This design comes from an exercise in tuning for small area on the open sky130 flow, not from production work. Only simulation tests tie the RTL to the original design; equivalence was not proved. Power figures rest on the tool's default switching activity, not on a simulated workload.

File: flow/flow/abc.script
strash; dch; map -B 0.9; mfs2; strash; dch; map -B 0.9
File: flow/config.mk
export PLATFORM = sky130hd
export DESIGN_NAME = myname
export DESIGN_NICKNAME = myname
export VERILOG_FILES = /design/flow/design.v
export SDC_FILE = /design/flow/constraint.sdc
export NUM_CORES = 4
export LEC_CHECK = 0
export ABC_AREA = 1
export CAP_MARGIN = 20
export CORE_MARGIN = 2
export CORE_UTILIZATION = 30
export SLEW_MARGIN = 20
File: flow/flow/make_args.txt
BUFFER_PORTS_ARGS=-buffer_cell sky130_fd_sc_hd__buf_1
File: flow/design.v
module myname(M,dotout,selout,clk,rst);
input clk;
input rst;
output wire [3:0] M;
output wire [15:0] dotout;
output reg [3:0] selout;
assign M=4'b0110;
reg [8:0] cnt;
reg [3:0] d;
wire [3:0] sel = selout;
wire [3:0] dn;
wire wrap = ~cnt[0] & ~cnt[1] & ~cnt[2] & ~cnt[4] & ~cnt[5] & ~cnt[6] & ~cnt[7];
always @(posedge clk) begin
  if(rst) begin selout<=4'd0; cnt<=9'd256; d<=4'd10; end
  else begin
    selout<=selout+4'd1;
    cnt<={cnt[7], cnt[6], cnt[5], cnt[4]^wrap, cnt[3], cnt[2], cnt[1], cnt[0]^wrap, cnt[8]^cnt[4]};
    if(wrap) d<=dn;
  end
end
wire n29, n30, n31, n32, n33, n34, n35, n36, n37, n38, n39, n40, n41, n42, n43, n44, n45, n46, n47, n48, n50, n51, n52, n53, n54, n55, n56, n57, n58, n59, n60, n61, n62, n63, n64, n65, n66, n67, n68, n69, n70, n71, n72, n73, n74, n75, n76, n77, n79, n80, n81, n82, n83, n84, n85, n86, n87, n88, n89, n90, n91, n92, n93, n94, n95, n96, n97, n98, n99, n100, n101, n102, n103, n104, n105, n106, n107, n108, n109, n110, n111, n112, n113, n114, n115, n116, n117, n118, n120, n121, n123, n124, n125, n126, n127, n128, n129, n130, n131, n132, n133, n135, n137, n138, n139, n140, n141, n142, n143, n144, n145, n146, n147, n148, n150, n151, n152, n153, n154, n155, n156, n157, n158, n160, n161, n162, n163, n164, n165, n166, n167, n168, n170, n171, n172, n173, n174, n175, n176, n178, n179, n180, n181, n182, n183, n185, n186, n187, n189, n190, n191, n192, n193, n194, n195, n197, n198, n199, n201, n202, n203, n204, n205, n208, n210, n211;
assign n29 = ~sel[0];
assign n30 = ~sel[1];
assign n31 = ~sel[2];
assign n32 = ~sel[3];
assign n33 = ~d[0];
assign n34 = ~d[1];
assign n35 = ~d[2];
assign n36 = ~d[3];
assign n37 = ~sel[1] | ~n32;
assign n38 = ~sel[2] & ~n37;
assign n39 = ~n38;
assign n40 = ~sel[2] & ~n29 & ~n30;
assign n41 = ~n40;
assign n42 = ~d[1] & ~d[3];
assign n43 = ~n42;
assign n44 = ~d[0] & ~n35;
assign n45 = ~n44;
assign n46 = ~d[0] & ~d[3];
assign n47 = ~n46;
assign n48 = ~n33 | ~n42;
assign dotout[1] = ~n35 & ~n48 & (~n39 | ~n41);
assign n50 = ~d[2] | ~d[0] | ~n42;
assign n51 = ~sel[0] & ~n30;
assign n52 = ~n29 & ~sel[1];
assign n53 = ~n51 & ~n52;
assign n54 = ~n53;
assign n55 = ~n37 | (~sel[1] & ~n32);
assign n56 = ~n55;
assign n57 = ~n54 & ~n56;
assign n58 = ~sel[0] & ~n35;
assign n59 = ~n58;
assign n60 = ~sel[2] & (~n32 | ~n33);
assign n61 = ~n29 & ~n32;
assign n62 = ~n61;
assign n63 = ~sel[0] & ~sel[3];
assign n64 = ~n31 | ~n63;
assign n65 = ~n30 & (~n62 | ~n64);
assign n66 = (~n44 | ~n65) & (~n59 | ~n60 | ~n57);
assign n67 = ~n31 & ~sel[3];
assign n68 = ~n58 | ~n30 | ~n67;
assign n69 = ~sel[0] & ~sel[1];
assign n70 = ~d[2] & ~n69;
assign n71 = ~sel[2] | (~n29 & ~n30);
assign n72 = ~n71;
assign n73 = ~d[0] | (~n70 & ~n72);
assign n74 = ~n43 & (~n68 | ~n73 | ~n66);
assign n75 = ~n74;
assign n76 = ~n30 & ~n31;
assign n77 = ~n62 & ~n30 & ~n31;
assign dotout[2] = ~n77 & (~n50 | ~n75);
assign n79 = ~sel[3] | ~n51;
assign n80 = ~sel[2] & ~n32;
assign n81 = ~n80;
assign n82 = ~n67 & ~n80;
assign n83 = ~n82;
assign n84 = ~n82 & ~n54 & ~n56;
assign n85 = n84 | (~n31 & ~n79);
assign n86 = ~n31 & ~n33;
assign n87 = ~n86 & (~n31 | ~n33);
assign n88 = ~n32 & ~n87;
assign n89 = ~n85 | ~n88;
assign n90 = ~n33 & ~d[2];
assign n91 = ~n90;
assign n92 = ~n44 & (~n52 | ~n90);
assign n93 = ~n61 & ~n71;
assign n94 = ~d[0] | ~n55 | ~n93;
assign n95 = n94 & n66 & (d[2] | n88 | n73);
assign n96 = ~n89 | (~n92 & ~n95);
assign n97 = ~n96;
assign n98 = ~n42 | ~n96;
assign n99 = ~d[1] & ~n36;
assign n100 = ~n99;
assign n101 = ~n67 | ~n91;
assign n102 = ~n57 & (~n67 | ~n91 | ~n29);
assign n103 = ~n100 & ~n102;
assign n104 = ~n76 & (~n30 | ~n31);
assign n105 = ~n104 | (~n29 & ~sel[3]);
assign n106 = ~n105;
assign n107 = ~n40 & ~n57;
assign n108 = ~n105 & ~n107;
assign n109 = ~n90 & ~n105 & ~n107;
assign n110 = ~n103 | ~n109;
assign n111 = ~n34 & ~d[3];
assign n112 = ~n111;
assign n113 = ~n112 & ~n90 & ~n82 & ~n106;
assign n114 = ~n51 & ~n60;
assign n115 = ~n114 | (~n82 & ~n106);
assign n116 = ~d[2] & (~n33 | ~n62);
assign n117 = ~n92 | (~n54 & ~n116);
assign n118 = ~n113 & (~n42 | ~n117 | ~n115);
assign dotout[12] = ~n110 | ~n118;
assign n120 = ~n98 & (~n110 | ~n118);
assign n121 = n77 & d[0] & n42;
assign dotout[3] = n121 | n113 | n120;
assign n123 = ~n55 & ~n104;
assign n124 = ~n123;
assign n125 = (~n99 | ~n108) & (~n111 | ~n124);
assign n126 = ~sel[0] & ~n39;
assign n127 = (~n108 & ~n126) | (~n99 & ~n111);
assign n128 = ~n127;
assign n129 = ~n127 | (~n81 & ~n100);
assign n130 = ~d[2] | ~n47;
assign n131 = ~d[2] & ~n47;
assign n132 = ~n36 & ~n91;
assign n133 = ~n131 & ~n132;
assign dn[2] = n130 & (n42 | n133);
assign n135 = ~n131 & (~d[1] | ~n90);
assign dn[1] = ~n135 | (~n45 & ~n100);
assign n137 = ~n85 | ~dn[2] | ~dn[1];
assign n138 = ~n137 | (~n76 & ~n112 & ~n53 & ~n83);
assign n139 = ~n138 & (~n30 | ~n91 | ~n129);
assign n140 = ~d[1] & ~n39;
assign n141 = ~n36 & ~n140;
assign n142 = n91 | n141 | n95 | (d[1] & n104);
assign n143 = ~n142 | (~n34 & ~n139);
assign n144 = ~n125 & ~n143;
assign n145 = ~n91 & ~n100;
assign n146 = ~n145 | (~n40 & ~n83);
assign n147 = ~n146 | ~n98 | (~n48 & ~n68);
assign n148 = ~n144 & ~n147;
assign dotout[4] = ~n148;
assign n150 = ~n91 & ~n84 & ~n112 & ~n123;
assign n151 = ~n150 & ~n128 & ~n120 & (~n40 | ~n111);
assign n152 = ~n69 | ~n32 | ~n33;
assign n153 = ~n35 & (~n41 | ~n79 | ~n152);
assign n154 = ~n36 | (~n82 & ~n130);
assign n155 = ~n154 & (~n87 | ~n153);
assign n156 = ~n151 | (~d[1] & ~n155);
assign n157 = ~n90 & ~n93;
assign n158 = ~n123 & ~n157;
assign dotout[5] = n156 & (n36 | n158);
assign n160 = (~sel[1] & ~sel[2]) | (~n32 & ~n35);
assign n161 = ~n33 & (~n31 | ~n54);
assign n162 = (~n148 & ~n160) | (~n43 & ~n161);
assign n163 = ~sel[0] & ~n97;
assign n164 = (~n162 | ~n163) & (~sel[0] | ~n132 | ~n97);
assign n165 = ~sel[1] & ~n164;
assign n166 = ~n103 & ~n143 & ~n165;
assign n167 = ~n35 & ~n106;
assign n168 = ~sel[0] & n160;
assign dotout[6] = ~n166 | (~n48 & ~n77 & ~n168 & ~n167);
assign n170 = ~n52 | ~n32 | ~n42 | ~n44;
assign n171 = n170 & (n111 | n135);
assign n172 = ~n33 & ~n29 & ~sel[3];
assign n173 = ~n124 & ~n172;
assign n174 = n139 & (n171 | n173);
assign n175 = ~d[2] & n121;
assign n176 = ~n74 | (~n153 & ~n175);
assign dotout[15] = ~n176;
assign n178 = ~n176 | (~n102 & ~n133);
assign n179 = ~n178 | ~n31 | ~n34;
assign n180 = ~n179 | (~n34 & ~n174) | (~n56 & ~n164);
assign n181 = ~n174 | (~n48 & ~n81) | (~n39 & ~n100);
assign n182 = ~n70 | ~n72;
assign n183 = ~n75 & ~n32 & ~n182;
assign dotout[7] = n181 | n180 | n183;
assign n185 = ~n175 & ~n181 & (~n80 | ~n99 | ~n148);
assign n186 = ~n32 | ~n69;
assign n187 = ~n185 & (~n127 | ~n186 | ~n181);
assign dotout[8] = ~n170 | n180 | n187;
assign n189 = (~n36 & ~n96) | (~n77 & ~n97);
assign n190 = (n38 & n172) | (n30 & n67 & n59);
assign n191 = n86 & (n52 | n63);
assign n192 = ~n45 & ~n64;
assign n193 = ~n189 & ~n190 & ~n191 & ~n192;
assign n194 = n193 | (~n34 & ~n126);
assign n195 = ~dotout[8] & ~n36 & ~n109;
assign dotout[9] = ~n195 & (~n166 | ~n194);
assign n197 = n145 & (n57 | n191);
assign n198 = ~n50 & ~n107;
assign n199 = ~n197 & ~n175 & ~n198;
assign dotout[10] = ~n199 | ~n151 | (~n101 & ~n174 & ~n53);
assign n201 = ~n33 | (~n29 & ~n71);
assign n202 = ~n189 & (~d[2] | ~n201);
assign n203 = ~n162 & (~n91 | ~n140);
assign n204 = ~n31 & ~n37;
assign n205 = ~n144 & (~n131 | ~n204);
assign dotout[11] = ~n205 | (~n202 & ~n203);
assign dotout[13] = ~n43 & ~n95;
assign n208 = ~dotout[1] & ~n183;
assign dotout[14] = ~n208 | (~n29 & ~n50 & ~n193);
assign n210 = ~n47 | (~n33 & ~d[1]);
assign n211 = ~n46 & ~n90;
assign dn[0] = (n35 | n210) & (d[1] | n211);
assign dn[3] = n210 & (n43 | n44);
assign dotout[0] = 1'b0;
endmodule
File: flow/standard.sh
#!/bin/bash
# synth_recipe.tcl (not shown) runs the flow's synth.tcl, then flattens the netlist and writes it again
# the make line also repeats each setting of config.mk as NAME=value (left out here)
make -C /OpenROAD-flow-scripts/flow DESIGN_CONFIG=/design/flow/config.mk WORK_HOME=/design/flow/orfs CLKGATE_MAP_FILE= SYNTH_SCRIPT=/design/flow/synth_recipe.tcl "${@:-finish}"
File: flow/constraint.sdc
create_clock -name core_clock -period 5.0 [get_ports {clk}]
set_input_delay 1.0000 -clock core_clock [delete_from_list [all_inputs] [get_ports {clk}]]
set_output_delay 1.0000 -clock core_clock [all_outputs]
set_load 0.01 [all_outputs]
File: flow/flow/run.sh
#!/bin/bash
# Own layout flow: the standard synthesis, then its combinational logic re-mapped
# with flow/abc.script (registers, their names and cell types unchanged), then
# the standard ORFS flow with single-size port buffers.
set -euo pipefail
HERE=$(pwd)
FLOWDIR=$HERE/flow
RES=$HERE/orfs/results/sky130hd/myname/base
LIB=$FLOW_HOME/platforms/sky130hd/lib/sky130_fd_sc_hd__tt_025C_1v80.lib
EXTRA=()
[[ -f $FLOWDIR/make_args.txt ]] && mapfile -t EXTRA < <(grep -v '^#' $FLOWDIR/make_args.txt | grep .)
bash standard.sh synth > standard_synth.log 2>&1
if [[ -f $FLOWDIR/abc.script ]]; then
  cp $RES/1_2_yosys.v $HERE/std_1_2_yosys.v
  cat > remap.ys <<EOT
read_liberty -overwrite -ignore_miss_func -setattr liberty_cell $LIB
blackbox sky130_fd_sc_hd__dfxtp_1 sky130_fd_sc_hd__dfxtp_2 sky130_fd_sc_hd__dfxtp_4
read_verilog $HERE/std_1_2_yosys.v
hierarchy -top myname
flatten
rename -hide w:*.*
opt_clean -purge
delete A:liberty_cell
read_liberty -lib $LIB
abc -script $FLOWDIR/abc.script -liberty $LIB
opt_clean -purge
hilomap -singleton -hicell sky130_fd_sc_hd__conb_1 HI -locell sky130_fd_sc_hd__conb_1 LO
stat -liberty $LIB
check -assert
write_verilog -noattr -nohex -nodec $RES/1_2_yosys.v
EOT
  yosys -l remap.log remap.ys > /dev/null 2>&1
  rm -f $RES/1_synth.odb $RES/1_synth.sdc
fi
bash standard.sh "${EXTRA[@]}" finish > standard_finish.log 2>&1
==> qor.yml, run 1 <==
status: "timing/DRC/antenna clean"
slowest_delay_ns: 0.50
fp.dieH_um: 76.5
die_area_um2: 5850
power_density_nw_per_um2: 293
clock-sinks: 17
core.rowCount: 26
critPathTopFamily: "simple AND/OR/NAND/NOR gates"
hold_start: "cnt[3]$_SDFF_PP0_"
slew_viol_final: 0
synth_area_um2: 1580
worst_pin_slew_ns: 0.815
ctsHoldBuffers: 0
arrival_ns: 3.62
clockBufferDepth: 2
pin_count: 26
post-route-period-util: 0.923
fin_worst_skew_ns: 0.00327
syn2layout_area_growth_pct: 15.8
start_util: 0.311
htreeDepth: 1
maxSlewHeadroom: 0.450
avgSynthCellArea_um2: 5.36
antenna_found_initial: 0
maxCapViolCount: 0
place.gp.congestion: 1.13
cts_tree: "built"
multiInputGateArea_um2: 1060
tns_ns: 0
cp_cell_sequence: "clkinv_1 > nand2_1 > nand2_1 > nor2_1 > nand3_1 > nand2_1 > nor2_1 > o21ai_1 > clkinv_1 > nand2_1 > clkinv_1 > a21oi_1 > o2111ai_1 > nand2_1 > nand3_1 > nand2_1 > clkinv_1 > buf_1"
drt_wl_total_um: 5950
reg2reg_depth: 6
cts_buffers: 3
rr_startpoint: "d[2]$_SDFFE_PP0P_"
vias: 2160
critical_path_class: "reg -> out"
critical_path_required_ns: 4.00
final_hold_viol_count: 0
core-area_um2: 5070
crit_top_cell: "nand2_1"
hold_ws_ns: 0.402
cp_slowest_cell: "dfxtp_2"
max_freq_mhz: 217
worstReg2RegEnd: "d[1]$_SDFFE_PP1P_"
cts.clk_slew.worst_paths_ns: 0.07
endpoint_kind: "primary output"
dpl.hpwl_um: 4640
min_path_cells: 2
drtIter0Drc: 186
grt_pass1_wl_um: 9520
reg2reg_slack_ns: 3.23
crit_path_start_kind: "register"
rsz0062_at_grt: "no"
worstHoldEndpoint: "cnt[4]$_SDFF_PP0_"
synthCells: 294
drive_gt1_frac: 0.0432
ys_warn_count: 1
hold_path.class: "reg -> reg"
peakVddDrop_mv: 0.178
fin_crit_ns: 4.62
grt_overflow: 0
grt_max_degree: 16
grt_pass1_vias: 1976
io_buffers: 20
ant_nets: 0
viasPerCell: 5.48
design_area_um2: 1830
wl_per_cell_um: 15.1
nets: 327
n_fill_cell: 582
path_buf_inv: 5
seq_area_um2: 343
crit_fanout: 15
die_w_um: 76.5
place_area_um2: 1770
insertion_delay_ns: 0.25
grt_usage: 0.199
insertedDiodeCount: 0
drc: 0
p_leak_nw: 0.781
first_pass_iters: 5
root_buffer: "clkbuf_8"
finalSetupViolCount: 0
report_power, final:
| group | internal (mW) | switching (mW) | leakage, nW |
|---|---|---|---|
| combinational | 0.0785 | 0.182 | 0.614 |
| clock | 0.0552 | 0.0451 | 0.0255 |
| sequential | 0.150 | 0.0225 | 0.141 |
placed cells by master (no fill, tap or decap), drive strengths merged, types with 4 or more instances in the layout:
master  instances
clkinv         51
dfxtp          17
a21oi          16
nand2          77
conb            5
o21ai          20
nor3            4
buf            23
nand3          22
nor2           55
state kept, by name, indices dropped and copies added (netlist names):
signal  count
cnt         9
d           4
selout      4
repair_timing:
item,in CTS,in global routing
gates resized for setup,0,4
endpoints found under the setup margin,0,7
buffers inserted,0,0
layer usage:
layer,global-route usage,wire [µm],vias up
li1,-,-,1022
met1,0.244,2430,943
met2,0.312,2570,162
met3,0.0498,678,33
met4,0.122,265,0
met5,0,0,-
cell type report:
type	count	area share
repair buffers	23	0.0535
multi-input cells	229	0.578
clock inverters	1	0.00274
inverters	51	0.107
flip-flops and latches	17	0.188
well taps	70	0.0480
clock buffers	3	0.0226
worst register-to-register path, stage by stage, from the launching register on:
cell      delay (ns)
dfxtp_1         0.45
clkinv_1        0.31
nor2_1          0.35
clkinv_1        0.14
o21ai_0         0.23
a21oi_1         0.11
o21ai_0         0.11
worst max-delay path by stage:
stage                               startpoint   endpoint  slack, ns  cells past startpoint
final                     selout[0]$_SDFF_PP0_  dotout[9]       0.38                     18
after global routing      selout[0]$_SDFF_PP0_  dotout[9]       0.11                     18
after CTS                 selout[0]$_SDFF_PP0_  dotout[9]       0.09                     18
after detailed placement  selout[0]$_SDFF_PP0_  dotout[9]       0.38                     18
after global placement    selout[0]$_SDFF_PP0_  dotout[9]       0.14                     18
after floorplan           selout[0]$_SDFF_PP0_  dotout[9]       1.48                     17
through the flow:
stage / std cells / util / setup slack (ns) / power, mW
finish: 394 / 0.360 / 0.383 / 0.534
global route: 394 / 0.360 / 0.112 / 0.574
CTS: 394 / 0.358 / 0.0938 / 0.531
detailed placement: 390 / 0.349 / 0.377 / 0.427
global placement: 390 / 0.349 / 0.135 / 0.436
floorplan: 297 / - / 1.48 / 0.347
==> inputs of run 2 (changes only) <==
--- a/flow/config.mk
+++ b/flow/config.mk
@@ -9,4 +9,5 @@
 export CAP_MARGIN = 20
 export CORE_MARGIN = 2
 export CORE_UTILIZATION = 30
+export CTS_BUF_LIST = sky130_fd_sc_hd__clkbuf_4
 export SLEW_MARGIN = 20
==> run 2 against run 1 <==
Power down 5.2%. Non-clock buffer count unchanged. Via count increased by 0.69%. Clock skew barely moved. Sequential cell count stayed put. Synthesized cell count is the same. Critical path depth is the same. Sequential share of layout area rose by 0.20 points. Synthesized area stayed put. First-iteration DRC count up 12%. Global-route usage about the same. Count of clock-buffer cells in the layout stayed put. Critical endpoint unchanged. Highest routed layer unchanged.
==> qor.yml, run 2 <==
status: "timing/DRC/antenna clean"  # unchanged
pre_cts_slack_ns: 0.377  # unchanged
p_leak_nw: 0.773  # was 0.781 nW
insertedDiodeCount: 0  # unchanged
fin_ws_ns: 0.323  # was 0.383 ns
hold_start: "cnt[3]$_SDFF_PP0_"  # unchanged
min_path_cells: 2  # unchanged
cts.clk_slew.worst_paths_ns: 0.10  # was 0.07 ns
synth_area_um2: 1580  # unchanged
crit_path_start_kind: "register"  # unchanged
postCtsSetupRepairBufs: 0  # unchanged
io_buffers: 20  # unchanged
drtIter0Drc: 208  # was 186
ctsHoldBuffers: 0  # unchanged
power_density_nw_per_um2: 280  # was 293 nW/µm²
max_freq_mhz: 214  # was 217 MHz
nets: 327  # unchanged
drc: 0  # unchanged
reg2reg_depth: 6  # unchanged
peakVddDrop_mv: 0.179  # was 0.178 mV
pin_count: 26  # unchanged
place.gp.congestion: 1.13  # unchanged
cts_tree: "built"  # unchanged
layout_common_cells: "77 x nand2_1, 55 x nor2_1, 50 x clkinv_1"  # unchanged
tns_ns: 0  # unchanged
first_pass_iters: 5  # unchanged
worst_pin_slew_ns: 0.750  # was 0.815 ns
vias: 2175  # was 2160
synthCells: 294  # unchanged
seq_area_um2: 343  # unchanged
grt_overflow: 0  # unchanged
n_fill_cell: 585  # was 582
worstHoldEndpoint: "cnt[4]$_SDFF_PP0_"  # unchanged
fin_worst_skew_ns: 0.00302  # was 0.00327 ns
critical_path_required_ns: 4.00  # about the same
largest_reg_flops: 9  # unchanged
slew_viol_final: 0  # unchanged
grt_max_degree: 16  # unchanged
htreeDepth: 1  # unchanged
endpoint_kind: "primary output"  # unchanged
clockBufferDepth: 2  # unchanged
ys_warn_count: 1  # unchanged
die_area_um2: 5850  # unchanged
arrival_ns: 3.68  # was 3.62 ns
critical_path_class: "reg -> out"  # unchanged
final_hold_viol_count: 0  # unchanged
cts.repair.resized: 0  # unchanged
start_util: 0.311  # unchanged
drive_gt1_frac: 0.0432  # unchanged
rsz0062_at_grt: "no"  # unchanged
hold_path.class: "reg -> reg"  # unchanged
reg2reg_slack_ns: 3.20  # was 3.23 ns
drt_wl_total_um: 5890  # was 5950 µm
reg_top3: "cnt: 9 flops, d: 4 flops, selout: 4 flops"  # unchanged
cts_buffers: 3  # unchanged
antenna_found_initial: 0  # unchanged
dpl.hpwl_um: 4640  # unchanged
grt_usage: 0.199  # about the same
insertion_delay_ns: 0.29  # was 0.25 ns
maxCapViolCount: 0  # unchanged
multiInputGateArea_um2: 1060  # unchanged
fin_crit_ns: 4.68  # was 4.62 ns
top_register: "cnt"  # unchanged
rr_startpoint: "d[2]$_SDFFE_PP0P_"  # unchanged
fp.dieH_um: 76.5  # unchanged
mostFrequentLayoutCell: "nand2_1"  # unchanged
syn2layout_area_growth_pct: 14.6  # was 15.8%
maxSlewHeadroom: 0.494  # was 0.450
clock-sinks: 17  # unchanged
worstReg2RegEnd: "d[1]$_SDFFE_PP1P_"  # unchanged
die_w_um: 76.5  # unchanged
core.rowCount: 26  # unchanged
grt_pass1_wl_um: 9510  # was 9520 µm
core-area_um2: 5070  # unchanged
grt_pass1_vias: 1974  # was 1976
ant_nets: 0  # unchanged
crit_fanout: 11  # was 15
avgSynthCellArea_um2: 5.36  # unchanged
post-route-period-util: 0.935  # was 0.923
wl_per_cell_um: 14.9  # was 15.1 µm
finalSetupViolCount: 0  # unchanged
viasPerCell: 5.52  # was 5.48
root_buffer: "clkbuf_4"  # was clkbuf_8
run 2: per-layer routing:
metal	GRT usage	vias up	part of all wire
met2	0.311	173	0.44
li1	-	1027	-
met4	0.122	0	0.044
met1	0.247	944	0.40
met5	0	-	0
met3	0.0462	31	0.12
run 2: critical path: stages (launching register included):
cell and delay, ns:
dfxtp_2 0.51, clkinv_1 0.27, nand2_1 0.17, nand2_1 0.26, nor2_1 0.38, nand3_1 0.13, nand2_1 0.11, nor2_1 0.08
o21ai_1 0.31, clkinv_1 0.20, nand2_1 0.10, clkinv_1 0.09, a21oi_1 0.17, o2111ai_1 0.18, nand2_1 0.11, nand3_1 0.08
nand2_1 0.07, clkinv_1 0.05, buf_1 0.12
run 2: power by group:
group / total (mW) / internal [mW] / leakage, nW / switching, mW
logic: 0.260 / 0.0785 / 0.614 / 0.182
clock network: 0.0727 / 0.0297 / 0.0177 / 0.0430
registers: 0.173 / 0.150 / 0.141 / 0.0228
total: 0.506 / 0.258 / 0.773 / 0.248
run 2: through the flow:
stage          hold WS (ns)  std cells   util  power (mW)  instance area (µm²)
6_report              0.406        394  0.356       0.506                 1810
4_1_cts               0.411        394  0.355       0.503                 1800
3_3_place_gp          0.388        390  0.349       0.436                 1770
3_5_place_dp          0.395        390  0.349       0.427                 1770
2_1_floorplan         0.383        297      -       0.347                 1590
5_1_grt               0.441        394  0.356       0.547                 1810
run 2: worst max path at each step:
stage          slack, ns        end  depth (start not counted)                  from
2_1_floorplan       1.48  dotout[9]                         17  selout[0]$_SDFF_PP0_
3_3_place_gp        0.14  dotout[9]                         18  selout[0]$_SDFF_PP0_
3_5_place_dp        0.38  dotout[9]                         18  selout[0]$_SDFF_PP0_
4_1_cts             0.04  dotout[9]                         18  selout[0]$_SDFF_PP0_
5_1_grt             0.05  dotout[9]                         18  selout[0]$_SDFF_PP0_
6_report            0.32  dotout[9]                         18  selout[1]$_SDFF_PP0_
run 2: layout make-up:
cell class | instances | area share
inverter | 51 | 0.108
clock buffer | 3 | 0.0125
timing repair buffer | 23 | 0.0540
sequential | 17 | 0.190
multi-input combinational | 229 | 0.584
tap | 70 | 0.0485
clock inverter | 1 | 0.00277
==> inputs of run 3 (changes only) <==
--- a/flow/config.mk
+++ b/flow/config.mk
@@ -9,5 +9,7 @@
 export CAP_MARGIN = 20
 export CORE_MARGIN = 2
 export CORE_UTILIZATION = 30
-export CTS_BUF_LIST = sky130_fd_sc_hd__clkbuf_4
+export CTS_BUF_LIST = sky130_fd_sc_hd__clkbuf_4 sky130_fd_sc_hd__clkbuf_8
+export CTS_CLUSTER_DIAMETER = 200
+export CTS_CLUSTER_SIZE = 30
 export SLEW_MARGIN = 20
==> run 3 against run 2 <==
Register-to-register slack better by 0.03 ns. Design area is 1.0% higher. Non-clock buffer count unchanged. Die area unchanged. Critical endpoint unchanged. Largest cell class unchanged.
==> qor.yml, run 3 <==
status: "timing/DRC/antenna clean"  # unchanged
post-route-period-util: 0.923  # was 0.935
slew_viol_final: 0  # unchanged
core.rowCount: 26  # unchanged
power_density_nw_per_um2: 293  # was 280 nW/µm²
fp.dieH_um: 76.5  # unchanged
insertedDiodeCount: 0  # unchanged
drt_wl_total_um: 5950  # was 5890 µm
crit_fanout: 15  # was 11
maxCapViolCount: 0  # unchanged
fin_util: 0.360  # was 0.356
multiInputGateArea_um2: 1060  # unchanged
root_buffer: "clkbuf_8"  # was clkbuf_4
die_area_um2: 5850  # unchanged
hold_ws_ns: 0.402  # was 0.406 ns
top_register: "cnt"  # unchanged
critPathTopFamily: "simple AND/OR/NAND/NOR gates"  # unchanged
finalSetupViolCount: 0  # unchanged
worst_pin_slew_ns: 0.815  # was 0.750 ns
grt_max_degree: 16  # unchanged
vias: 2160  # was 2175
place.gp.congestion: 1.13  # unchanged
seq_area_um2: 343  # unchanged
die_w_um: 76.5  # unchanged
final_cells: 394  # unchanged
drive_gt1_frac: 0.0432  # unchanged
start_util: 0.311  # unchanged
arrival_ns: 3.62  # was 3.68 ns
insertion_delay_ns: 0.25  # was 0.29 ns
avgSynthCellArea_um2: 5.36  # unchanged
synthCells: 294  # unchanged
cp_slowest_cell: "dfxtp_2"  # unchanged
crit_cells: 18  # unchanged
cts_tree: "built"  # unchanged
grt_overflow: 0  # unchanged
reg2reg_slack_ns: 3.23  # was 3.20 ns
critical_path_class: "reg -> out"  # unchanged
viasPerCell: 5.48  # was 5.52
critical_path_required_ns: 4.00  # about the same
grt_pass1_wl_um: 9520  # was 9510 µm
rsz0062_at_grt: "no"  # unchanged
dpl.hpwl_um: 4640  # unchanged
ctsHoldBuffers: 0  # unchanged
cp_cell_sequence: "clkinv_1 > nand2_1 > nand2_1 > nor2_1 > nand3_1 > nand2_1 > nor2_1 > o21ai_1 > clkinv_1 > nand2_1 > clkinv_1 > a21oi_1 > o2111ai_1 > nand2_1 > nand3_1 > nand2_1 > clkinv_1 > buf_1"  # unchanged
antenna_found_initial: 0  # unchanged
max_freq_mhz: 217  # was 214 MHz
power_uw: 534  # was 506 µW
peakVddDrop_mv: 0.178  # was 0.179 mV
maxSlewHeadroom: 0.450  # was 0.494
reg2reg_depth: 6  # unchanged
io_buffers: 20  # unchanged
pin_count: 26  # unchanged
min_path_cells: 2  # unchanged
crit_top_cell: "nand2_1"  # unchanged
ys_warn_count: 1  # unchanged
cts.clk_slew.worst_paths_ns: 0.07  # was 0.10 ns
fin_crit_ns: 4.62  # was 4.68 ns
reg_top3: "cnt: 9 flops, d: 4 flops, selout: 4 flops"  # unchanged
n_fill_cell: 582  # was 585
tns_ns: 0  # unchanged
dp.cells: 390  # unchanged
first_pass_iters: 5  # unchanged
largest_reg_flops: 9  # unchanged
htreeDepth: 1  # unchanged
ant_nets: 0  # unchanged
clock-sinks: 17  # unchanged
layout_common_cells: "77 x nand2_1, 55 x nor2_1, 50 x clkinv_1"  # unchanged
cts_buffers: 3  # unchanged
endpoint_kind: "primary output"  # unchanged
p_leak_nw: 0.781  # was 0.773 nW
nets: 327  # unchanged
final_hold_viol_count: 0  # unchanged
synth_area_um2: 1580  # unchanged
mostFrequentLayoutCell: "nand2_1"  # unchanged
slowest_delay_ns: 0.50  # was 0.51 ns
core-area_um2: 5070  # unchanged
grt_usage: 0.199  # about the same
path_buf_inv: 5  # unchanged
fin_worst_skew_ns: 0.00327  # was 0.00302 ns
drc: 0  # unchanged
syn2layout_area_growth_pct: 15.8  # was 14.6%
drtIter0Drc: 186  # was 208
wl_per_cell_um: 15.1  # was 14.9 µm
crit_path_start_kind: "register"  # unchanged
hold_path.class: "reg -> reg"  # unchanged
clockBufferDepth: 2  # unchanged
grt_pass1_vias: 1976  # was 1974
-- run 3: stage by stage --
step,setup WS (ns),area (µm²)
after floorplan,1.48,1590
after global placement,0.135,1770
after detailed placement,0.377,1770
after CTS,0.0938,1820
after global routing,0.112,1830
final,0.383,1830
-- run 3: final timing paths --
check | start | end
max | selout[0]$_SDFF_PP0_ | dotout[9]
min | cnt[3]$_SDFF_PP0_ | cnt[4]$_SDFF_PP0_
max reg2reg | d[2]$_SDFFE_PP0P_ | d[1]$_SDFFE_PP1P_
min reg2reg | cnt[3]$_SDFF_PP0_ | cnt[4]$_SDFF_PP0_
-- run 3: worst register-to-register path, delay by kind of cell, from the launching register on --
family | cells | cell delay, ns
buffers and inverters | 2 | 0.45
AO/OA/AOI/OAI | 3 | 0.45
flip-flops | 1 | 0.45
AND/OR/NAND/NOR | 1 | 0.35
-- run 3: what timing repair did --
| item | 4_1_cts | 5_1_grt |
|---|---|---|
| hold endpoints to repair | 0 | 0 |
| setup endpoints to repair | 0 | 7 |
| buffers inserted | 0 | 0 |
| resized for setup | 0 | 4 |
-- run 3: metal layers --
metal / wire [µm] / global-route usage
met4: 265 / 0.122
met5: 0 / 0
met2: 2570 / 0.312
met1: 2430 / 0.244
met3: 678 / 0.0498
-- run 3: report_power, final --
part | switching (mW) | internal, mW
combinational | 0.182 | 0.0785
sequential | 0.0225 | 0.150
clock | 0.0451 | 0.0552
-- run 3: cell type report --
type                       instances  share of cell area
timing repair buffer              23              0.0535
tap                               70              0.0480
clock buffer                       3              0.0226
inverter                          51               0.107
clock inverter                     1             0.00274
sequential                        17               0.188
multi-input combinational        229               0.578
==> inputs of run 4 (changes only) <==
--- a/flow/flow/run.sh
+++ b/flow/flow/run.sh
@@ -7,6 +7,9 @@
 FLOWDIR=$HERE/flow
 RES=$HERE/orfs/results/sky130hd/myname/base
 LIB=$FLOW_HOME/platforms/sky130hd/lib/sky130_fd_sc_hd__tt_025C_1v80.lib
+# the platform's don't-use cells (platforms/sky130hd/config.mk)
+DONT_USE="sky130_fd_sc_hd__lpflow_bleeder_1 sky130_fd_sc_hd__lpflow_clkbufkapwr_1 sky130_fd_sc_hd__lpflow_clkbufkapwr_16 sky130_fd_sc_hd__lpflow_clkbufkapwr_2 sky130_fd_sc_hd__lpflow_clkbufkapwr_4 sky130_fd_sc_hd__lpflow_clkbufkapwr_8 sky130_fd_sc_hd__lpflow_clkinvkapwr_1 sky130_fd_sc_hd__lpflow_clkinvkapwr_16 sky130_fd_sc_hd__lpflow_clkinvkapwr_2 sky130_fd_sc_hd__lpflow_clkinvkapwr_4 sky130_fd_sc_hd__lpflow_clkinvkapwr_8 sky130_fd_sc_hd__lpflow_decapkapwr_12 sky130_fd_sc_hd__lpflow_decapkapwr_3 sky130_fd_sc_hd__lpflow_decapkapwr_4 sky130_fd_sc_hd__lpflow_decapkapwr_6 sky130_fd_sc_hd__lpflow_decapkapwr_8 sky130_fd_sc_hd__lpflow_inputiso0n_1 sky130_fd_sc_hd__lpflow_inputiso0p_1 sky130_fd_sc_hd__lpflow_inputiso1n_1 sky130_fd_sc_hd__lpflow_inputiso1p_1 sky130_fd_sc_hd__lpflow_inputisolatch_1 sky130_fd_sc_hd__lpflow_isobufsrc_1 sky130_fd_sc_hd__lpflow_isobufsrc_16 sky130_fd_sc_hd__lpflow_isobufsrc_2 sky130_fd_sc_hd__lpflow_isobufsrc_4 sky130_fd_sc_hd__lpflow_isobufsrc_8 sky130_fd_sc_hd__lpflow_isobufsrckapwr_16 sky130_fd_sc_hd__lpflow_lsbuf_lh_hl_isowell_tap_1 sky130_fd_sc_hd__lpflow_lsbuf_lh_hl_isowell_tap_2 sky130_fd_sc_hd__lpflow_lsbuf_lh_hl_isowell_tap_4 sky130_fd_sc_hd__lpflow_lsbuf_lh_isowell_4 sky130_fd_sc_hd__lpflow_lsbuf_lh_isowell_tap_1 sky130_fd_sc_hd__lpflow_lsbuf_lh_isowell_tap_2 sky130_fd_sc_hd__lpflow_lsbuf_lh_isowell_tap_4 sky130_fd_sc_hd__probe_p_8 sky130_fd_sc_hd__probec_p_8"
+DU_ARGS=$(for c in $DONT_USE; do printf -- "-dont_use %s " $c; done)
 EXTRA=()
 [[ -f $FLOWDIR/make_args.txt ]] && mapfile -t EXTRA < <(grep -v '^#' $FLOWDIR/make_args.txt | grep .)
 bash standard.sh synth > standard_synth.log 2>&1
@@ -22,7 +25,7 @@
 opt_clean -purge
 delete A:liberty_cell
 read_liberty -lib $LIB
-abc -script $FLOWDIR/abc.script -liberty $LIB
+abc -script $FLOWDIR/abc.script -liberty $LIB $DU_ARGS
 opt_clean -purge
 hilomap -singleton -hicell sky130_fd_sc_hd__conb_1 HI -locell sky130_fd_sc_hd__conb_1 LO
 stat -liberty $LIB
--- a/flow/config.mk
+++ b/flow/config.mk
@@ -9,7 +9,5 @@
 export CAP_MARGIN = 20
 export CORE_MARGIN = 2
 export CORE_UTILIZATION = 30
-export CTS_BUF_LIST = sky130_fd_sc_hd__clkbuf_4 sky130_fd_sc_hd__clkbuf_8
-export CTS_CLUSTER_DIAMETER = 200
-export CTS_CLUSTER_SIZE = 30
+export CTS_BUF_LIST = sky130_fd_sc_hd__clkbuf_4
 export SLEW_MARGIN = 20
==> run 4 against run 3 <==
Largest cell class unchanged. Die area is 1.7% lower. Power is 5.4% lower. Register-to-register slack worse by 0.20 ns. Clock skew is 0.0031 ns higher. Design area is 2.5% lower. Worst hold slack better by 0.0064 ns. Critical path depth is 5 higher. Routed wire length is 4.9% lower. Sequential cell count stayed put. Highest routed layer unchanged. Worst setup slack better by 0.20 ns.
==> qor.yml, run 4 <==
io_buffers: 20  # unchanged
place.gp.congestion: 1.08  # was 1.13
pin_count: 26  # unchanged
worstReg2RegEnd: "d[2]$_SDFFE_PP0P_"  # was d[1]$_SDFFE_PP1P_
drc: 0  # unchanged
p_leak_nw: 0.753  # was 0.781 nW
mostFrequentLayoutCell: "nand2_1"  # unchanged
critical_path_required_ns: 4.00  # about the same
postCtsSetupRepairBufs: 0  # unchanged
wl_per_cell_um: 14.5  # was 15.1 µm
p_sw_uw: 248  # was 250 µW
min_path_cells: 2  # unchanged
status: "timing/DRC/antenna clean"  # unchanged
die_area_um2: 5750  # was 5850 µm²
hold_path.class: "reg -> reg"  # unchanged
p_clk_frac: 0.138  # was 0.188
max_freq_mhz: 226  # was 217 MHz
clock-sinks: 17  # unchanged
cts.clk_slew.worst_paths_ns: 0.10  # was 0.07 ns
dpl.hpwl_um: 4460  # was 4640 µm
worst_pin_slew_ns: 0.696  # was 0.815 ns
tns_ns: 0  # unchanged
final_cells: 391  # was 394
cp_cell_sequence: "clkinv_1 > nand2_1 > nand2_1 > nand2_1 > nand2_1 > nand2_1 > nand2_1 > nand2_1 > nand2_1 > nand2_1 > nand2_1 > nand2_1 > nand3_1 > nand2_1 > nand2_1 > nand2_1 > nand2_1 > nand2_1 > nand2_1 > nand3_1 > nand2_1 > clkinv_1 > buf_1"  # was clkinv_1 > nand2_1 > nand2_1 > nor2_1 > nand3_1 > nand2_1 > nor2_1 > o21ai_1 > clkinv_1 > nand2_1 > clkinv_1 > a21oi_1 > o2111ai_1 > nand2_1 > nand3_1 > nand2_1 > clkinv_1 > buf_1
critical_path_class: "reg -> out"  # unchanged
arrival_ns: 3.42  # was 3.62 ns
hold_ws_ns: 0.408  # was 0.402 ns
pwr-share-comb: 0.511  # was 0.488
dp.cells: 387  # was 390
grt_overflow: 0  # unchanged
core.rowCount: 26  # unchanged
fin_worst_skew_ns: 0.00638  # was 0.00327 ns
insertion_delay_ns: 0.28  # was 0.25 ns
die_w_um: 75.9  # was 76.5 µm
antenna_found_initial: 0  # unchanged
endpoint_kind: "primary output"  # unchanged
fp.dieH_um: 75.9  # was 76.5 µm
maxCapViolCount: 0  # unchanged
insertedDiodeCount: 0  # unchanged
synth_area_um2: 1550  # was 1580 µm²
crit_fanout: 8  # was 15
ctsHoldBuffers: 0  # unchanged
grt_usage: 0.210  # was 0.199
cp_slowest_cell: "dfxtp_1"  # was dfxtp_2
drt_wl_total_um: 5660  # was 5950 µm
cts_tree: "built"  # unchanged
ant_nets: 0  # unchanged
rr_startpoint: "d[0]$_SDFFE_PP0P_"  # was d[2]$_SDFFE_PP0P_
ys_warn_count: 1  # unchanged
viasPerCell: 5.48  # about the same
fin_crit_ns: 4.42  # was 4.62 ns
root_buffer: "clkbuf_4"  # was clkbuf_8
design_area_um2: 1780  # was 1830 µm²
core-area_um2: 5040  # was 5070 µm²
cts_buffers: 3  # unchanged
p_seq_frac: 0.350  # was 0.324
drive_gt1_frac: 0.0343  # was 0.0432
grt_pass1_wl_um: 9250  # was 9520 µm
top_register: "cnt"  # unchanged
clockBufferDepth: 2  # unchanged
power_uw: 505  # was 534 µW
largest_reg_flops: 9  # unchanged
htreeDepth: 1  # unchanged
place_area_um2: 1750  # was 1770 µm²
p_int_uw: 257  # was 284 µW
nets: 324  # was 327
slew_viol_final: 0  # unchanged
finalSetupViolCount: 0  # unchanged
reg2reg_depth: 8  # was 6
drtIter0Drc: 350  # was 186
grt_pass1_vias: 1912  # was 1976
grt_max_degree: 18  # was 16
synthCells: 290  # was 294
cts.repair.resized: 0  # unchanged
reg2reg_slack_ns: 3.03  # was 3.23 ns
critPathTopFamily: "simple AND/OR/NAND/NOR gates"  # unchanged
path_buf_inv: 3  # was 5
post-route-period-util: 0.884  # was 0.923
start_util: 0.307  # was 0.311
rsz0062_at_grt: "no"  # unchanged
syn2layout_area_growth_pct: 14.9  # was 15.8%
crit_path_start_kind: "register"  # unchanged
slowest_delay_ns: 0.57  # was 0.50 ns
layout_common_cells: "81 x nand2_1, 48 x nor2_1, 45 x clkinv_1"  # was 77 x nand2_1, 55 x nor2_1, 50 x clkinv_1
maxSlewHeadroom: 0.536  # was 0.450
vias: 2143  # was 2160
final_hold_viol_count: 0  # unchanged
swShare: 0.491  # was 0.468
hold_start: "cnt[3]$_SDFF_PP0_"  # unchanged
worstHoldEndpoint: "cnt[4]$_SDFF_PP0_"  # unchanged
avgSynthCellArea_um2: 5.34  # was 5.36 µm²
crit_top_cell: "nand2_1"  # unchanged
first_pass_iters: 6  # was 5
reg_top3: "cnt: 9 flops, d: 4 flops, selout: 4 flops"  # unchanged
power_density_nw_per_um2: 284  # was 293 nW/µm²
peakVddDrop_mv: 0.179  # was 0.178 mV
run 4: changes by cell type in the layout (fill, tap and decap cells not counted), moves of 3 or more:
cell,change
nor2_1,-7
clkinv_1,-5
nand4_1,+5
nand2_1,+4
a21oi_1,+3
a22o_2,-3
clkbuf_4,+3
clkbuf_8,-3
run 4: worst register-to-register path: stages, from the launching register on:
cell and delay (ns):
dfxtp_1 0.58, clkinv_1 0.38, nor2_1 0.17, buf_4 0.22, nand2_1 0.07, nand2_1 0.12, nand2_1 0.09, a21oi_1 0.15
a211oi_1 0.06
run 4: stage by stage:
| stage | setup WS [ns] | utilization |
|---|---|---|
| floorplan | 1.59 | - |
| global placement | 0.951 | 0.348 |
| detailed placement | 1.02 | 0.348 |
| CTS | 0.678 | 0.353 |
| global route | 0.326 | 0.353 |
| finish | 0.580 | 0.353 |
run 4: layer usage:
layer  global-route usage  wire [µm]  vias up
met5                    0          0        -
met4                0.123        308        0
met3               0.0304        621       33
met2                0.320       2440      155
met1                0.281       2280      926
li1                     -          -     1029
run 4: worst max-delay path by stage:
stage                         startpoint   endpoint  slack [ns]  depth (start not counted)
global placement    selout[1]$_SDFF_PP0_  dotout[9]        0.95                         23
floorplan              d[0]$_SDFFE_PP0P_  dotout[9]        1.59                         19
detailed placement  selout[1]$_SDFF_PP0_  dotout[9]        1.02                         23
global route        selout[1]$_SDFF_PP0_  dotout[9]        0.33                         23
finish              selout[1]$_SDFF_PP0_  dotout[9]        0.58                         23
CTS                 selout[1]$_SDFF_PP0_  dotout[9]        0.68                         23
run 4: power groups by stage:
stage / Combinational, mW / Sequential, mW / Clock [mW]
finish: 0.258 / 0.177 / 0.0698
CTS: 0.252 / 0.176 / 0.0748
global placement: 0.258 / 0.180 / 0
global route: 0.290 / 0.179 / 0.0798
floorplan: 0.176 / 0.172 / 0
detailed placement: 0.251 / 0.179 / 0
run 4: layout make-up:
| class | count | area [µm²] |
|---|---|---|
| sequential | 17 | 340 |
| fill | 577 | 3260 |
| inverter | 45 | 169 |
| clock buffer | 3 | 22.5 |
| clock inverter | 1 | 5.00 |
| timing repair buffer | 24 | 105 |
| tap | 70 | 87.6 |
| multi-input combinational | 231 | 1050 |
==> inputs of run 5 (changes only) <==
==> flow/design.v (replaced) <==
module myname(M,dotout,selout,clk,rst);
input clk;
input rst;
output wire [3:0] M;
output wire [15:0] dotout;
output reg [3:0] selout;
assign M=4'b0110;
reg [8:0] cnt;
reg [3:0] d;
wire [3:0] sel = selout;
wire [3:0] dn;
wire wrap = ~cnt[0] & ~cnt[1] & ~cnt[2] & ~cnt[4] & ~cnt[5] & ~cnt[6] & ~cnt[7];
always @(posedge clk) begin
  if(rst) begin selout<=4'd0; cnt<=9'd256; d<=4'd10; end
  else begin
    selout<=selout+4'd1;
    cnt<={cnt[7], cnt[6], cnt[5], cnt[4]^wrap, cnt[3], cnt[2], cnt[1], cnt[0]^wrap, cnt[8]^cnt[4]};
    if(wrap) d<=dn;
  end
end
wire n29, n30, n31, n32, n33, n34, n35, n36, n37, n38, n39, n40, n41, n42, n44, n45, n46, n47, n48, n49, n50, n51, n52, n53, n54, n55, n56, n57, n58, n59, n60, n61, n62, n63, n64, n65, n66, n67, n68, n69, n70, n71, n72, n73, n74, n75, n76, n77, n78, n79, n80, n81, n82, n83, n84, n85, n86, n87, n88, n89, n90, n91, n92, n93, n94, n95, n96, n97, n98, n99, n100, n101, n102, n103, n104, n105, n106, n107, n108, n109, n110, n111, n112, n113, n114, n115, n116, n117, n118, n119, n120, n121, n122, n123, n124, n125, n126, n127, n128, n129, n130, n131, n132, n133, n134, n135, n136, n137, n138, n139, n140, n142, n143, n145, n147, n148, n150, n151, n152, n153, n154, n155, n156, n158, n159, n160, n161, n162, n163, n164, n165, n166, n167, n170, n171, n172, n173, n174, n175, n176, n177, n178, n179, n180, n181, n182, n184, n185, n186, n187, n188, n189, n190, n191, n192, n194, n195, n196, n198, n199, n200, n202, n203, n204, n205, n206, n207, n208, n209, n210, n212, n213, n215, n217, n219, n220, n221, n223, n224;
assign n29 = ~sel[0];
assign n30 = ~sel[1];
assign n31 = ~sel[2];
assign n32 = ~sel[3];
assign n33 = ~d[0];
assign n34 = ~d[1];
assign n35 = ~d[2];
assign n36 = ~d[3];
assign n37 = ~d[1] & ~d[3];
assign n38 = ~n37;
assign n39 = ~n33 | ~n37;
assign n40 = ~n33 | ~d[2];
assign n41 = ~n35 & ~n39;
assign n42 = ~n41 | (~sel[0] & ~n32);
assign dotout[1] = ~n42 & ~n30 & ~sel[2];
assign n44 = ~n29 & ~sel[2];
assign n45 = ~n44;
assign n46 = ~n29 & ~sel[1];
assign n47 = ~n46;
assign n48 = ~n31 & ~n32;
assign n49 = ~n48;
assign n50 = ~n36 & ~n49;
assign n51 = ~n47 & ~n36 & ~n49;
assign n52 = ~n34 & ~d[3];
assign n53 = ~n52;
assign n54 = ~n30 & ~n53;
assign n55 = ~sel[2] & ~d[3];
assign n56 = ~n55;
assign n57 = ~n54 & ~n32 & ~n56;
assign n58 = ~sel[1] | ~n32;
assign n59 = ~n58 & ~sel[2] & ~d[1];
assign n60 = ~n29 & ~sel[3];
assign n61 = ~n59 & ~n57 & ~n51 & (~n37 | ~n60);
assign n62 = ~n44 | ~n61;
assign n63 = ~sel[0] & ~n31;
assign n64 = ~n63;
assign n65 = ~n33 & ~d[2];
assign n66 = ~n65;
assign n67 = ~d[1] & ~n36;
assign n68 = ~n67;
assign n69 = ~n66 | (~sel[3] & ~n68);
assign n70 = ~n69;
assign n71 = ~n69 & (~n30 | ~sel[3] | ~n52);
assign n72 = ~sel[1] | ~sel[3];
assign n73 = ~n37 | ~n72;
assign n74 = ~n54 & ~n66;
assign n75 = ~n71 & (~n73 | ~n74);
assign n76 = n62 & (n64 | n75);
assign n77 = ~n31 | ~n46;
assign n78 = ~sel[0] & ~n30;
assign n79 = ~n78;
assign n80 = ~n32 & ~n79;
assign n81 = ~d[1] & ~n80;
assign n82 = ~n36 & (~n77 | ~n81);
assign n83 = ~n31 & ~sel[3];
assign n84 = (~sel[2] & ~n32) | (~n31 & ~sel[3]);
assign n85 = ~n58 | (~sel[1] & ~n32);
assign n86 = ~n85;
assign n87 = ~n84 & ~n85;
assign n88 = ~sel[0] & ~sel[1];
assign n89 = ~n88;
assign n90 = ~sel[1] & ~sel[2];
assign n91 = ~n90 & (~sel[2] | ~n89);
assign n92 = ~n46 & ~n78;
assign n93 = ~n92;
assign n94 = ~n91 & ~d[3] & ~n93;
assign n95 = ~n82 & ~n87 & ~n94;
assign n96 = ~n95;
assign n97 = ~n38 | ~n95;
assign n98 = ~n66 | ~n52 | ~n84;
assign n99 = ~n98 | (~n76 & ~n97);
assign n100 = n87 & (n50 | n92);
assign n101 = ~n95 & ~n100 & ~n34 & ~n66;
assign n102 = ~n75 | (~n63 & ~n101);
assign n103 = ~n102 | (~n61 & ~n66);
assign n104 = ~n103;
assign n105 = ~n33 & ~n35;
assign n106 = ~n105;
assign n107 = ~n106 & ~sel[3] & ~n45;
assign n108 = (~n31 | ~sel[3]) & (~n46 | ~n83);
assign n109 = ~n64 | ~n108;
assign n110 = ~n72 & ~n109;
assign n111 = ~n110;
assign n112 = ~d[0] | ~n111;
assign n113 = ~sel[2] & ~n89;
assign n114 = ~n112 | (~d[0] & ~n113);
assign n115 = ~d[2] & ~n114;
assign n116 = ~n107 & ~n115;
assign n117 = ~n86 & ~n116;
assign n118 = ~n37 | (~n103 & ~n117);
assign n119 = ~n118;
assign n120 = ~n91 | (~sel[3] & ~n45);
assign n121 = ~n42 & (~n72 | ~n120);
assign n122 = ~n39 & ~n108;
assign n123 = ~n33 & ~n38;
assign n124 = ~n123;
assign n125 = ~n121 & (~n63 | ~n123);
assign n126 = ~n125;
assign n127 = (~n96 & ~n121) | (~n122 & ~n126);
assign n128 = n127 & (n47 | n118);
assign n129 = ~n64 & ~n85;
assign n130 = ~sel[2] | ~n93;
assign n131 = ~d[0] | ~sel[2] | ~n93;
assign n132 = ~sel[0] & ~n84;
assign n133 = ~n92 & ~n109;
assign n134 = ~n133;
assign n135 = ~n112 & ~n132 & ~n133;
assign n136 = ~n135 & (~n129 | ~n131);
assign n137 = ~n68 | (~n53 & ~n85);
assign n138 = ~n65 | ~n137;
assign n139 = ~n128 | (~n136 & ~n138);
assign n140 = ~n99 & ~n139;
assign dotout[4] = ~n140;
assign n142 = ~d[0] | (~sel[3] & ~d[2]);
assign n143 = ~n41 & (~n33 | ~n52) & (~d[0] | ~n67);
assign dn[3] = ~n143;
assign n145 = ~n111 | ~n37 | (~sel[0] & ~n32 & ~n143);
assign dotout[2] = ~n145 & (~n104 | ~n142 | ~n140);
assign n147 = ~n61 & ~n128;
assign n148 = (~n61 & ~n128) | (~n91 & ~n98);
assign dotout[3] = n148 | (~n111 & ~n124);
assign n150 = ~n30 | ~n83;
assign n151 = ~n87 & (~n64 | ~n66 | ~n150);
assign n152 = ~n36 & ~n151;
assign n153 = ~n65 & ~n132;
assign n154 = ~n97 & (~n62 | ~n153);
assign n155 = ~n36 | (~n35 & ~n136);
assign n156 = ~n154 & (~n34 | ~n155);
assign dotout[5] = (~n61 & ~n128) | (~n152 & ~n156);
assign n158 = ~d[1] & ~n106;
assign n159 = (~n55 | ~n92 | ~n158) & (~n41 | ~n93);
assign n160 = ~n86 & ~n68 & ~n93;
assign n161 = ~n32 & ~n64;
assign n162 = ~n60 & ~n161;
assign n163 = ~n35 & ~n162;
assign n164 = ~n100 & ~n39 & ~n163;
assign n165 = (~n133 & ~n159) | (~n160 & ~n164);
assign n166 = ~n53 & ~n134;
assign n167 = ~n103 & ~n166;
assign dotout[6] = ~n165 | ~n167;
assign dotout[13] = ~n118 | (~n125 & ~n129);
assign n170 = ~n68 & ~n120;
assign n171 = ~n165 & ~n170;
assign n172 = ~n90 & ~n134;
assign n173 = (~n70 & ~n172 & ~n171) | (~n65 & ~n170);
assign n174 = ~n173;
assign n175 = ~dotout[13] & ~n86 & ~n173;
assign n176 = n165 & (sel[1] | n37);
assign n177 = (~n31 | ~n34) & (~n35 | ~n37) & (~n48 | ~n52);
assign n178 = n107 | (n35 & n161);
assign n179 = ~n30 & ~n38;
assign n180 = ~n122 & ~n166 & ~n101 & (~n178 | ~n179);
assign n181 = ~n180 | (~n65 & ~n87 & ~n177 & ~n176);
assign n182 = ~n175 & ~n181;
assign dotout[7] = ~n182;
assign n184 = ~n35 & ~n46;
assign n185 = ~n80 & ~d[3] & ~n35 & ~n46;
assign n186 = ~d[1] & ~n185 & ~n154 & (~n32 | ~n88);
assign n187 = ~n186;
assign n188 = ~n58 & ~n65;
assign n189 = ~n188;
assign n190 = n114 & (n45 | n189) & (sel[3] | n40);
assign n191 = ~d[3] & ~n190;
assign n192 = ~n191 & (~d[3] | ~n174);
assign dotout[8] = (~n187 & ~n192) | (~n182 & ~n186);
assign n194 = dotout[6] & (d[1] | n147);
assign n195 = ~n113 | ~n33 | ~d[2];
assign n196 = ~n38 & ~n121 & (~n150 | ~n195 | ~n131);
assign dotout[9] = n194 | n119 | n174 | n196;
assign n198 = ~n92 | ~n105 | (~n44 & ~n85);
assign n199 = ~n198 | (~sel[3] & ~d[0] & ~n184 & ~n130);
assign n200 = ~n199 & ~n147 & (~n65 | ~n110);
assign dotout[10] = n154 | (~n38 & ~n200);
assign n202 = ~sel[2] | ~d[2];
assign n203 = ~n139 | ~n202;
assign n204 = ~n203 & (~n35 | ~n90);
assign n205 = ~n77 & ~n124;
assign n206 = ~n47 & ~n202;
assign n207 = n99 | n205 | (n33 & n37 & n206);
assign n208 = ~n119 & ~dotout[7] & ~n56 & ~n79;
assign n209 = ~n119 & (~n56 | ~n188);
assign n210 = ~n182 & ~n209;
assign dotout[11] = n210 | n207 | n204 | n208;
assign n212 = ~dotout[9] | ~d[3] | ~n63;
assign n213 = ~n148 & (~n94 | ~n188);
assign dotout[12] = ~n213 | ~n212 | (~n133 & ~n159);
assign n215 = ~dotout[7] & ~n206;
assign dotout[14] = dotout[1] | (~n124 & ~n215);
assign n217 = ~d[2] | (~n44 & ~n63);
assign dotout[15] = (~n30 & ~n38 & ~n116) | (~n127 & ~n217);
assign n219 = ~d[0] & ~d[2];
assign n220 = ~n219;
assign n221 = ~n158 & (~d[3] | ~n219);
assign dn[0] = ~n221 | (~d[0] & ~n53) | (~n34 & ~d[2]);
assign n223 = ~n40 & ~n68;
assign n224 = ~n223 & (~d[1] | ~n65);
assign dn[1] = ~n224 | (~d[3] & ~n220);
assign dn[2] = (~d[3] & ~n105 & ~n219) | (~n52 & ~n220);
assign dotout[0] = 1'b0;
endmodule
==> flow/flow/make_args.txt (replaced) <==
BUFFER_PORTS_ARGS=-buffer_cell sky130_fd_sc_hd__buf_1
CTS_ARGS=-sink_clustering_enable -repair_clock_nets -buf_list sky130_fd_sc_hd__clkbuf_8 -root_buf sky130_fd_sc_hd__clkbuf_8 -dont_use_dummy_load -sink_clustering_size 30 -sink_clustering_max_diameter 500
==> run 5 against run 4 <==
Still clean. Utilization is 1.3 points higher. Non-clock buffer count stayed put. Clock power grew 33%. Combinational power down 6%. Design area shrank 0.84%. Fmax is essentially flat. Register-to-register slack improved by 0.08 ns. Critical endpoint is now dotout[14]. Largest power group unchanged. Highest routed layer unchanged.
==> qor.yml, run 5 <==
post-route-period-util: 0.884  # about the same
maxCapViolCount: 0  # unchanged
fin_crit_ns: 4.42  # about the same
cts.repair.resized: 0  # unchanged
p_sw_uw: 240  # was 248 µW
grt_max_degree: 16  # was 18
cts_tree: "built"  # unchanged
insertion_delay_ns: 0.24  # was 0.28 ns
cp_slowest_cell: "dfxtp_1"  # unchanged
drc: 0  # unchanged
syn2layout_area_growth_pct: 15.8  # was 14.9%
worstReg2RegEnd: "d[0]$_SDFFE_PP0P_"  # was d[2]$_SDFFE_PP0P_
p_leak_nw: 0.731  # was 0.753 nW
postCtsSetupRepairBufs: 0  # unchanged
tns_ns: 0  # unchanged
core-area_um2: 4820  # was 5040 µm²
place.gp.congestion: 1.05  # was 1.08
slew_viol_final: 0  # unchanged
vias: 2189  # was 2143
cts.clk_slew.worst_paths_ns: 0.06  # was 0.10 ns
ctsHoldBuffers: 0  # unchanged
core.rowCount: 25  # was 26
mostFrequentLayoutCell: "nand2_1"  # unchanged
multiInputGateArea_um2: 1040  # was 1050 µm²
power_uw: 514  # was 505 µW
viasPerCell: 5.79  # was 5.48
grt_usage: 0.217  # was 0.210
nets: 315  # was 324
drt_wl_total_um: 5990  # was 5660 µm
finalSetupViolCount: 0  # unchanged
p_clk_frac: 0.181  # was 0.138
root_buffer: "clkbuf_8"  # was clkbuf_4
crit_fanout: 13  # was 8
synthCells: 281  # was 290
fin_worst_skew_ns: 0.00337  # was 0.00638 ns
final_cells: 378  # was 391
grt_pass1_vias: 2039  # was 1912
fin_ws_ns: 0.580  # about the same
clockBufferDepth: 2  # unchanged
wl_per_cell_um: 15.9  # was 14.5 µm
htreeDepth: 1  # unchanged
antenna_found_initial: 0  # unchanged
grt_pass1_wl_um: 9520  # was 9250 µm
reg2reg_slack_ns: 3.11  # was 3.03 ns
first_pass_iters: 5  # was 6
fp.dieH_um: 75.3  # was 75.9 µm
n_fill_cell: 547  # was 577
swShare: 0.467  # was 0.491
seq_area_um2: 340  # unchanged
die_w_um: 75.3  # was 75.9 µm
slowest_delay_ns: 0.64  # was 0.57 ns
cp_cell_sequence: "clkinv_1 > nand2_1 > nand2_1 > nor2_1 > clkinv_1 > nand3_1 > nand2_1 > nand2_1 > nand2_1 > nand3_1 > nand2_1 > nand4_1 > nand2_1 > o21ai_0 > nand2_1 > buf_1"  # was clkinv_1 > nand2_1 > nand2_1 > nand2_1 > nand2_1 > nand2_1 > nand2_1 > nand2_1 > nand2_1 > nand2_1 > nand2_1 > nand2_1 > nand3_1 > nand2_1 > nand2_1 > nand2_1 > nand2_1 > nand2_1 > nand2_1 > nand3_1 > nand2_1 > clkinv_1 > buf_1
power_density_nw_per_um2: 291  # was 284 nW/µm²
status: "timing/DRC/antenna clean"  # unchanged
ant_nets: 0  # unchanged
pwr-share-comb: 0.471  # was 0.511
layout_common_cells: "80 x nand2_1, 43 x nor2_1, 42 x clkinv_1"  # was 81 x nand2_1, 48 x nor2_1, 45 x clkinv_1
critPathTopFamily: "simple AND/OR/NAND/NOR gates"  # unchanged
rsz0062_at_grt: "no"  # unchanged
hold_path.class: "reg -> reg"  # unchanged
avgSynthCellArea_um2: 5.42  # was 5.34 µm²
path_buf_inv: 3  # unchanged
drtIter0Drc: 410  # was 350
final_hold_viol_count: 0  # unchanged
synth_area_um2: 1520  # was 1550 µm²
top_register: "cnt"  # unchanged
reg_top3: "cnt: 9 flops, d: 4 flops, selout: 4 flops"  # unchanged
reg2reg_depth: 6  # was 8
max_freq_mhz: 226  # about the same
hold_ws_ns: 0.397  # was 0.408 ns
drive_gt1_frac: 0.0289  # was 0.0343
crit_cells: 16  # was 23
crit_top_cell: "nand2_1"  # unchanged
grt_overflow: 0  # unchanged
rr_startpoint: "cnt[4]$_SDFF_PP0_"  # was d[0]$_SDFFE_PP0P_
dpl.hpwl_um: 4590  # was 4460 µm
critical_path_class: "reg -> out"  # unchanged
pre_cts_slack_ns: 1.01  # was 1.02 ns
worst_pin_slew_ns: 0.821  # was 0.696 ns
start_util: 0.316  # was 0.307
pin_count: 26  # unchanged
maxSlewHeadroom: 0.448  # was 0.536
dp.cells: 375  # was 387
place_area_um2: 1720  # was 1750 µm²
startpoint: "selout[3]$_SDFF_PP0_"  # was selout[1]$_SDFF_PP0_
peakVddDrop_mv: 0.208  # was 0.179 mV
crit_path_start_kind: "register"  # unchanged
fin_util: 0.366  # was 0.353
endpoint_kind: "primary output"  # unchanged
critical_path_required_ns: 4.00  # about the same
arrival_ns: 3.42  # about the same
largest_reg_flops: 9  # unchanged
io_buffers: 20  # unchanged
die_area_um2: 5670  # was 5750 µm²
crit_end: "dotout[14]"  # was dotout[9]
p_seq_frac: 0.348  # was 0.350
ys_warn_count: 1  # unchanged
p_int_uw: 274  # was 257 µW
insertedDiodeCount: 0  # unchanged
design_area_um2: 1770  # was 1780 µm²
clock-sinks: 17  # unchanged
cts_buffers: 3  # unchanged
[run 5: cell type report]
cell class | instances | area share
sequential | 17 | 0.193
tap | 67 | 0.0475
timing repair buffer | 24 | 0.0595
multi-input combinational | 225 | 0.588
clock buffer | 3 | 0.0234
inverter | 42 | 0.0893
[run 5: worst min path at each step]
stage	from	to	slack (ns)	cells after the start
3_5_place_dp	cnt[3]$_SDFF_PP0_	cnt[4]$_SDFF_PP0_	0.39	2
6_report	cnt[3]$_SDFF_PP0_	cnt[4]$_SDFF_PP0_	0.40	2
3_3_place_gp	cnt[3]$_SDFF_PP0_	cnt[4]$_SDFF_PP0_	0.38	2
2_1_floorplan	cnt[3]$_SDFF_PP0_	cnt[4]$_SDFF_PP0_	0.38	2
5_1_grt	cnt[3]$_SDFF_PP0_	cnt[4]$_SDFF_PP0_	0.41	2
4_1_cts	cnt[3]$_SDFF_PP0_	cnt[4]$_SDFF_PP0_	0.40	2
[run 5: routing by layer]
layer  track usage  part of all wire  vias up
met5             0                 0        -
met4         0.135             0.062        0
met3        0.0335              0.12       49
met2         0.343              0.43      195
met1         0.277              0.39      949
li1              -                 -      996
[run 5: worst register-to-register path: stages (launching register included)]
cell and delay [ns]:
dfxtp_1 0.33, clkinv_1 0.06, nand4_1 0.09, nor4_1 0.64, clkinv_1 0.33, o21ai_0 0.22
a21oi_1 0.08
[run 5: power by group through the flow]
stage	sequential [mW]	combinational, mW	clock (mW)
2_1_floorplan	0.172	0.158	0
3_5_place_dp	0.180	0.231	0
3_3_place_gp	0.181	0.242	0
6_report	0.179	0.242	0.0931
4_1_cts	0.177	0.232	0.0986
5_1_grt	0.180	0.266	0.102
==> inputs of run 6 (changes only) <==
==> flow/flow/make_args.txt (replaced) <==
BUFFER_PORTS_ARGS=-buffer_cell sky130_fd_sc_hd__buf_1
==> run 6 against run 5 <==
Still clean. Critical path depth unchanged. Fmax shrank 0.96%. Worst setup slack got worse by 0.043 ns. Utilization decreased by 0.23 points. Critical path type unchanged. Largest cell class unchanged. Largest power group unchanged.
==> qor.yml, run 6 <==
worst_pin_slew_ns: 0.838  # was 0.821 ns
synth_area_um2: 1520  # unchanged
reg_top3: "cnt: 9 flops, d: 4 flops, selout: 4 flops"  # unchanged
ctsHoldBuffers: 0  # unchanged
top_register: "cnt"  # unchanged
hold_path.class: "reg -> reg"  # unchanged
worstReg2RegEnd: "d[0]$_SDFFE_PP0P_"  # unchanged
grt_usage: 0.218  # was 0.217
die_w_um: 75.3  # unchanged
reg2reg_slack_ns: 3.10  # was 3.11 ns
slew_viol_final: 0  # unchanged
status: "timing/DRC/antenna clean"  # unchanged
crit_fanout: 13  # unchanged
pin_count: 26  # unchanged
cts.clk_slew.worst_paths_ns: 0.09  # was 0.06 ns
place.gp.congestion: 1.05  # unchanged
layout_common_cells: "80 x nand2_1, 43 x nor2_1, 42 x clkinv_1"  # unchanged
critical_path_required_ns: 4.00  # about the same
clock-sinks: 17  # unchanged
root_buffer: "clkbuf_4"  # was clkbuf_8
cp_cell_sequence: "clkinv_1 > nand2_1 > nand2_1 > nor2_1 > clkinv_1 > nand3_1 > nand2_1 > nand2_1 > nand2_1 > nand3_1 > nand2_1 > nand4_1 > nand2_1 > o21ai_0 > nand2_1 > buf_1"  # unchanged
finalSetupViolCount: 0  # unchanged
grt_max_degree: 16  # unchanged
tns_ns: 0  # unchanged
cts_tree: "built"  # unchanged
syn2layout_area_growth_pct: 15.1  # was 15.8%
n_fill_cell: 546  # was 547
largest_reg_flops: 9  # unchanged
mostFrequentLayoutCell: "nand2_1"  # unchanged
critical_path_class: "reg -> out"  # unchanged
drive_gt1_frac: 0.0321  # was 0.0289
postCtsSetupRepairBufs: 0  # unchanged
arrival_ns: 3.46  # was 3.42 ns
insertedDiodeCount: 0  # unchanged
cts_buffers: 3  # unchanged
hold_start: "cnt[3]$_SDFF_PP0_"  # unchanged
grt_pass1_vias: 2039  # unchanged
reg2reg_depth: 6  # unchanged
clockBufferDepth: 2  # unchanged
avgSynthCellArea_um2: 5.42  # unchanged
drt_wl_total_um: 6000  # was 5990 µm
fp.dieH_um: 75.3  # unchanged
peakVddDrop_mv: 0.209  # was 0.208 mV
fin_ws_ns: 0.537  # was 0.580 ns
fin_crit_ns: 4.46  # was 4.42 ns
rr_startpoint: "cnt[4]$_SDFF_PP0_"  # unchanged
drtIter0Drc: 380  # was 410
first_pass_iters: 8  # was 5
htreeDepth: 1  # unchanged
==> run 6: cell count changes in the layout (fill, tap and decap cells not counted) <==
cell | previous run | this run
clkbuf_8 | 3 | 0
clkbuf_4 | 0 | 4
==> run 6: how the worst max path moves through the flow <==
stage	start	to	slack (ns)
2_1_floorplan	selout[3]$_SDFF_PP0_	dotout[12]	1.60
3_3_place_gp	selout[3]$_SDFF_PP0_	dotout[12]	0.87
5_1_grt	selout[3]$_SDFF_PP0_	dotout[14]	0.17
6_report	selout[3]$_SDFF_PP0_	dotout[14]	0.54
3_5_place_dp	selout[3]$_SDFF_PP0_	dotout[14]	1.01
4_1_cts	selout[3]$_SDFF_PP0_	dotout[14]	0.67
==> run 6: per-layer routing <==
metal  GRT usage  wire [µm]
met2       0.343       2540
met1       0.277       2310
met3      0.0335        727
met4       0.140        421
met5           0          0
==> run 6: where the power goes <==
| part | internal (mW) | switching [mW] |
|---|---|---|
| Sequential | 0.150 | 0.0286 |
| Combinational | 0.0705 | 0.170 |
| Clock | 0.0365 | 0.0407 |
| Total | 0.257 | 0.239 |
==> run 6: cell type report <==
| class | count | area [µm²] | share of cell area |
|---|---|---|---|
| Tap cell | 67 | 83.8 | 0.0478 |
| Inverter | 42 | 158 | 0.0899 |
| Sequential cell | 17 | 340 | 0.194 |
| Multi-Input combinational cell | 225 | 1040 | 0.591 |
| Timing Repair Buffer | 24 | 105 | 0.0599 |
| Clock buffer | 4 | 30.0 | 0.0171 |
==> run 6: metrics by stage <==
step	total power, mW	cells	instance area (µm²)
2_1_floorplan	0.330	284	1540
5_1_grt	0.531	379	1750
6_report	0.496	379	1750
3_3_place_gp	0.423	375	1720
3_5_place_dp	0.411	375	1720
4_1_cts	0.490	379	1750
==> run 6: critical path, delay by kind of cell (launching register included) <==
kind / cells / cell delay (ns)
AND/OR/NAND/NOR: 12 / 1.69
flip-flops: 1 / 0.65
buffers and inverters: 3 / 0.62
AO/OA/AOI/OAI: 1 / 0.21

Check on run 6: ideal ports give 0.537 ns setup slack; a clkbuf_16 on the clock port and buf_2 on the inputs give 0.522 ns; moving port delays by the midpoint clock arrival (0.302 ns) as well gives 0.824 ns.
